This design comes from an exercise in tuning for small area, a short achievable clock period and few clock cycles per item on the open sky130 flow, not from production work.
In this exercise RTL edits were held to simulation tests only and were not proved equivalent to the original.
No activity file was given, so power comes from the tool's default toggle rates.

### flow/flow/run.sh
#!/bin/bash
# Standard layout with two changes to how it is made (the SDC, clock period
# and I/O delays are the design's, unchanged):
# - repair_timing is asked for a setup margin, so that it sizes and buffers
#   the design for the period it can reach rather than just 25 ns;
# - the port buffers are buf_1 cells instead of the default choice.
set -euo pipefail
export SETUP_SLACK_MARGIN=18.5
export BUFFER_PORTS_ARGS="-buffer_cell sky130_fd_sc_hd__buf_1"
bash standard.sh > standard.log 2>&1
### flow/design.v
module joltage #(parameter int LENGTH = 100) (
    input logic clk, rst, start, data_valid,
    input logic [4*LENGTH-1:0] line_flat,
    output logic [15:0] joltage1_out,
    output logic [63:0] joltage2_out,
    output logic done
    );
    localparam int K    = 12;                
    localparam int HEAD = LENGTH - K + 1;    
    localparam int TL   = K - 1;             
    logic [3:0] line [0:LENGTH-1];
    genvar k;
    generate
        for (k = 0; k < LENGTH; k++) begin : unflatten
            assign line[k] = line_flat[4*k +: 4];
        end
    endgenerate
    function automatic logic ge4(input logic [3:0] a, input logic [3:0] b);
        logic r;
        r = a[0] | ~b[0];
        for (int i = 1; i < 4; i++) r = (a[i] & ~b[i]) | (~(~a[i] & b[i]) & r);
        ge4 = r;
    endfunction
    function automatic logic ge8(input logic [7:0] a, input logic [7:0] b);
        logic r;
        r = a[0] | ~b[0];
        for (int i = 1; i < 8; i++) r = (a[i] & ~b[i]) | (~(~a[i] & b[i]) & r);
        ge8 = r;
    endfunction
    logic waitd;
    function automatic logic [LENGTH-1:0] pfx_or(input logic [LENGTH-1:0] x);
        logic [LENGTH-1:0] p;
        p = x;
        for (int l = 0; (1 << l) < LENGTH; l++)
            for (int i = 0; i < LENGTH; i++)
                if ((i >> l) & 1) p[i] = p[i] | p[((i >> l) << l) - 1];
        pfx_or = {p[LENGTH-2:0], 1'b0};
    endfunction
    logic [3:0] ln [0:LENGTH-1];
    always_ff @(posedge clk) begin : line_reg
        if (waitd)
            for (int i = 0; i < LENGTH; i++) ln[i] <= line[i];
    end
    logic [LENGTH-1:0] pl [0:3];
    always_comb begin
        for (int b = 0; b < 4; b++)
            for (int i = 0; i < LENGTH; i++) pl[b][i] = ln[i][b];
    end
    logic sel, fin;
    logic [3:0] j;
    always_ff @(posedge clk) begin : control
        if (rst) begin
            waitd <= 1'b0;
            sel   <= 1'b0;
            fin   <= 1'b0;
            done  <= 1'b0;
            j     <= '0;
        end else begin
            fin <= 1'b0;
            if (start) begin
                waitd <= 1'b1;
                done  <= 1'b0;
            end
            if (waitd && data_valid) begin
                waitd <= 1'b0;
                sel   <= 1'b1;
                j     <= '0;
            end
            if (sel) begin
                j <= j + 1'b1;
                if (j == 4'(K - 1)) begin
                    sel <= 1'b0;
                    fin <= 1'b1;
                end
            end
            if (fin)
                done <= 1'b1;
        end
    end
    logic [LENGTH-1:0] act;         
    logic [TL-1:0] hiok;            
    logic [LENGTH-1:0] cand [1:4];
    logic [3:0] mx;
    logic [LENGTH-1:0] nxt;
    always_comb begin : select
        logic [LENGTH-1:0] t0, p0, p1;
        cand[4] = act & {hiok, {HEAD{1'b1}}};
        for (int b = 3; b >= 1; b--) begin
            mx[b] = |(cand[b+1] & pl[b]);
            cand[b] = cand[b+1] & (pl[b] | {LENGTH{~mx[b]}});
        end
        t0 = cand[1] & pl[0];
        mx[0] = |t0;
        p0 = pfx_or(t0);
        p1 = pfx_or(cand[1]);
        nxt = mx[0] ? p0 : p1;
    end
    always_ff @(posedge clk) begin : select_seq
        if (waitd) begin
            act  <= '1;
            hiok <= '0;
        end else begin
            act  <= nxt;
            hiok <= {hiok[TL-2:0], 1'b1};
        end
    end
    logic [3:0] mreg, m0, m1;
    logic [39:0] v;
    logic [63:0] sum;
    assign sum = (fin ? joltage2_out : 64'd0) + (64'(v) << 3) + (64'(v) << 1) + 64'(mreg);
    always_ff @(posedge clk) begin : horner
        mreg <= mx;
        if (sel && j == 4'd0) m0 <= mx;
        if (sel && j == 4'd1) m1 <= mx;
        if (j == 4'd0)
            v <= 40'd0;
        else
            v <= sum[39:0];
    end
    logic [3:0] td;
    always_comb begin : tail_digit
        td = 4'd0;
        for (int t = 0; t < TL; t++)
            if (j == 4'(t)) td = td | ln[HEAD+t];
    end
    logic [3:0] pm, rt;
    logic [7:0] t2;
    logic [6:0] p1v;
    always_ff @(posedge clk) begin : part1
        logic [7:0] ca, p;
        if (j == 4'd0) begin
            pm <= td;
        end else if (sel && j < 4'(TL)) begin
            if (j == 4'd1 || !ge8(t2, {pm, td})) t2 <= {pm, td};
            if (!ge4(pm, td)) pm <= td;
            if (j == 4'd1 || !ge4(rt, td)) rt <= td;
        end
        ca = {m0, ge4(m1, rt) ? m1 : rt};
        p = ge8(ca, t2) ? ca : t2;
        p1v <= 7'(p[7:4] * 4'd10) + 7'(p[3:0]);
    end
    logic rst_q;
    always_ff @(posedge clk) rst_q <= rst;
    always_ff @(posedge clk) begin : totals
        if (rst_q) begin
            joltage1_out <= 16'd0;
            joltage2_out <= 64'd0;
        end else if (fin) begin
            joltage1_out <= joltage1_out + 16'(p1v);
            joltage2_out <= sum;
        end
    end
endmodule
### flow/standard.sh
#!/bin/bash
# synth_recipe.tcl (not shown) runs the flow's synth.tcl, then flattens the netlist and writes it again
# the make line also repeats each setting of config.mk as NAME=value (left out here)
make -C /OpenROAD-flow-scripts/flow DESIGN_CONFIG=/design/flow/config.mk WORK_HOME=/design/flow/orfs CLKGATE_MAP_FILE= SYNTH_SCRIPT=/design/flow/synth_recipe.tcl "${@:-finish}"
### flow/config.mk
export PLATFORM = sky130hd
export DESIGN_NAME = joltage
export DESIGN_NICKNAME = joltage
export VERILOG_FILES = /design/flow/design.v
export SDC_FILE = /design/flow/constraint.sdc
export NUM_CORES = 4
export LEC_CHECK = 0
export ABC_AREA = 1
export CAP_MARGIN = 20
export CORE_MARGIN = 2
export CORE_UTILIZATION = 40
export SLEW_MARGIN = 20
### flow/constraint.sdc
create_clock -name core_clock -period 25.0 [get_ports {clk}]
set_input_delay 5.0000 -clock core_clock [delete_from_list [all_inputs] [get_ports {clk}]]
set_output_delay 5.0000 -clock core_clock [all_outputs]
set_load 0.01 [all_outputs]
==> run notes <==
-- worst min-delay path: cells and delay by family, from the launching register on --
kind	cells	cell delay [ps]
buf+inv	1	50
flops	1	310
simple gates	1	30
-- kinds of logic after synthesis --
group                    count (synthesis)
AO/OA/AOI/OAI                          357
XOR/XNOR                                49
adder cells (fa/ha/maj)                151
flip-flops                             675
buffers and inverters                  795
AND/OR/NAND/NOR                       2517
-- power by group through the flow --
stage	sequential, W	clock, W	combinational, W
floorplan	0.00133	0	0.000230
global placement	0.00134	0	0.000382
detailed placement	0.00134	0	0.000381
CTS	0.00132	0.00119	0.000404
global route	0.00132	0.00124	0.000459
finish	0.00132	0.00118	0.000426
-- Yosys cell counts (33+ instances only) --
| cell type | number | area [um^2] |
|---|---|---|
| nand4_1 | 45 | 282 |
| ha_1 | 105 | 1310 |
| o21ai_0 | 118 | 591 |
| fa_1 | 45 | 901 |
| a21oi_1 | 123 | 616 |
| buf_2 | 33 | 165 |
| clkbuf_1 | 49 | 184 |
| nor3_1 | 48 | 240 |
| nand2_1 | 1422 | 5340 |
| dfxtp_1 | 251 | 5020 |
| o211ai_1 | 41 | 308 |
| nand3_1 | 478 | 2390 |
| nor2_1 | 453 | 1700 |
| inv_1 | 670 | 2510 |
| edfxtp_1 | 424 | 12700 |
-- stage by stage --
stage,area [um^2],hold WS (ps),cells
global route,43100,459,6327
finish,43100,429,6330
global placement,38900,410,6107
detailed placement,38900,412,6107
floorplan,36100,403,4544
CTS,42400,427,6288
-- per-layer routing --
layer,vias to the layer above,track usage [%],share of wire (%)
met2,1837,45.9,44
met5,-,0,0.034
met1,15400,38.2,40
li1,15800,-,-
met3,389,6.18,10
met4,6,15.2,5.8
-- worst paths after layout --
path | slack [ps] | start | to | cells after the start
worst max-delay path | 18540 | ln[93][3] | act[66] | 46
worst min-delay path | 430 | hiok[4] | hiok[5] | 2
worst max register to register | 18540 | ln[93][3] | act[66] | 46
worst min register to register | 430 | hiok[4] | hiok[5] | 2
-- final cells by class --
class                           count  area (um^2)
Clock buffer                      106         2220
Multi-Input combinational cell   3083        15600
Inverter                          677         2560
Antenna cell                        3         7.51
Fill cell                        8852        46600
Timing Repair Buffer              571         3120
Tap cell                         1176         1470
Clock inverter                     39          369
Sequential cell                   675        17800
-- registers in the layout (all words and copies together), names as in the netlist, 7 cells and up --
name,count
act,100
hiok,11
joltage1_out,16
joltage2_out,64
ln,400
p1v,7
t2,8
v,40
-- what timing repair did --
action | CTS | global route
pin swaps | 13 | 14
resized for setup | 83 | 63
setup endpoints to repair | 113 | 118
cloned | 15 | 13
buffers inserted | 21 | 26
==> flow_metrics.env <==
export IMPL_drive_gt1_share_pct=5.98
export IMPL_critPathArrivalTime_ps=6990
export IMPL_utilization_pct=48.1
export IMPL_slowest_delay_ps=430
export IMPL_h_tree_depth=3
export IMPL_syn2layout_area_growth_pct=19.6
export IMPL_setup_viol=0
export IMPL_synth_compound_area_share_pct=5.60
export IMPL_worst_setup_path_end_kind="register"
export IMPL_synthCells=4544
export IMPL_cts_buffers_inserted=79
export IMPL_p_int_w=0.00208
export IMPL_drt_iter0_drc=3797
export IMPL_p_seq_share_pct=45.2
export IMPL_period_minus_slack_ps=6460
export IMPL_crit_path_max_fanout=18
export IMPL_critPathKind="reg2reg"
export IMPL_synth_avg_cell_area_um2=7.94
export IMPL_cp_common_cell="nand2_1"
export IMPL_routedWlPerCell_um=22.5
export IMPL_grt_pass1_wl_um=200000
export IMPL_total_power_w=0.00292
export IMPL_finalClockSkew_ps=39.2
export IMPL_antenna_found_initial=12
export IMPL_synth_seq_cells=675
export IMPL_clockPowerShare_pct=40.3
export IMPL_pre_cts_slack_ps=14860
export IMPL_cts_tree="built"
export IMPL_totalWireLength_um=142000
export IMPL_start_util_pct=40.2
export IMPL_synth_nets=5098
export IMPL_slew_headroom_pct=25.3
export IMPL_cts_buffer_depth=3
export IMPL_grt_overflow=0
export IMPL_pwr_share_comb_pct=14.6
export IMPL_synth_ff_type="edfxtp_1"
export IMPL_synth_edf_count=424
export IMPL_final_cell_mix="nand2_1, inv_1, buf_1"
export IMPL_clk_insertion_delay_late_ps=670
export IMPL_synthAdderAreaFrac_pct=6.17
export IMPL_rsz0062_at_grt="no"
export IMPL_ios=485
export IMPL_finalHoldViolCount=0
export IMPL_rows=110
export IMPL_path_buf_inv=10
export IMPL_swShare_pct=28.9
export IMPL_async_reset_ff_share_pct=0
export IMPL_crit_slowest_cell="edfxtp_1"
export IMPL_yosys_cell_types_count=44
export IMPL_status="timing/DRC/antenna clean"
export IMPL_power_switching_w=0.000844
export IMPL_period_share_pct=25.8
export IMPL_gp_congestion=0.975
export IMPL_clk_pin_slew_ps=60
export IMPL_worstPathRequired_ps=25530
export IMPL_cts_sink_count=675
export IMPL_mostFrequentLayoutCell="nand2_1"
export IMPL_clockRootBuffer="clkbuf_16"
export IMPL_ant_nets=0
export IMPL_ys_seq_area_share_pct=49.2
export IMPL_leakage_nw=20.9
export IMPL_fin_ws_ps=18540
export IMPL_dieArea_um2=92600
export IMPL_ys_warn_count=5
export IMPL_viasPerCell=5.28
export IMPL_core_area_um2=89700
export IMPL_io_buffers=484
export IMPL_synthMuxAreaShare_pct=0
export IMPL_slew_viol_final=0
export IMPL_postCtsHoldBufs=0
export IMPL_grt_usage_pct=29.3
export IMPL_die_w_um=304
export IMPL_first_pass_iters=9
export IMPL_place_hpwl_um=103000
export IMPL_worst_pin_slew_ps=1120
export IMPL_drc=0
export IMPL_grt_start_max_net_pins=140
export IMPL_synth_xor_area_share_pct=1.19
export IMPL_tns_ps=0
export IMPL_synth_top_family_by_area="simple AND/OR/NAND/NOR gates"
export IMPL_power_density_nw_per_um2=67.7
export IMPL_netlist_area_um2=36100
export IMPL_die_h_um=304
export IMPL_vias=33400
export IMPL_worst_ir_drop_vdd_mv=0.0699
export IMPL_min_path_type="reg2reg"
export IMPL_start_kind="register"
export IMPL_finalNetCount=5641
export IMPL_maxClockFrequency_mhz=155
export IMPL_drv_cap=0
export IMPL_synthSimpleGateAreaFrac_pct=29.0
export IMPL_cpLargestDelayFamily="simple AND/OR/NAND/NOR gates"
export IMPL_grt_pass1_vias=30900
Testbench counts, summed over its fixed seeds: cycles 3,608, lines 240.

==> static timing again, ports no longer ideal <==
The results above use ideal ports. As a check the final layout listed here was re-extracted and re-timed, cells and wires unchanged.
Step 1 assumes that a clkbuf_16 drives the clock port and a buf_2 every other input.
Step 2 also shifts input and output timing later by t, the mid clock arrival at the registers, as if the neighbouring blocks saw the same clock.
a / b / c = ideal / step 1 / step 2; a / b = the first two.
shift t [ns]: 0.728
setup WS [ns]: 18.543 / 18.543 / 18.543
cell pins on the clock port's net: 1
After both steps this run still meets setup and hold. For this run, drivers alone change the setup slack by 0.000 ns; drivers and shift together by 0.000 ns.
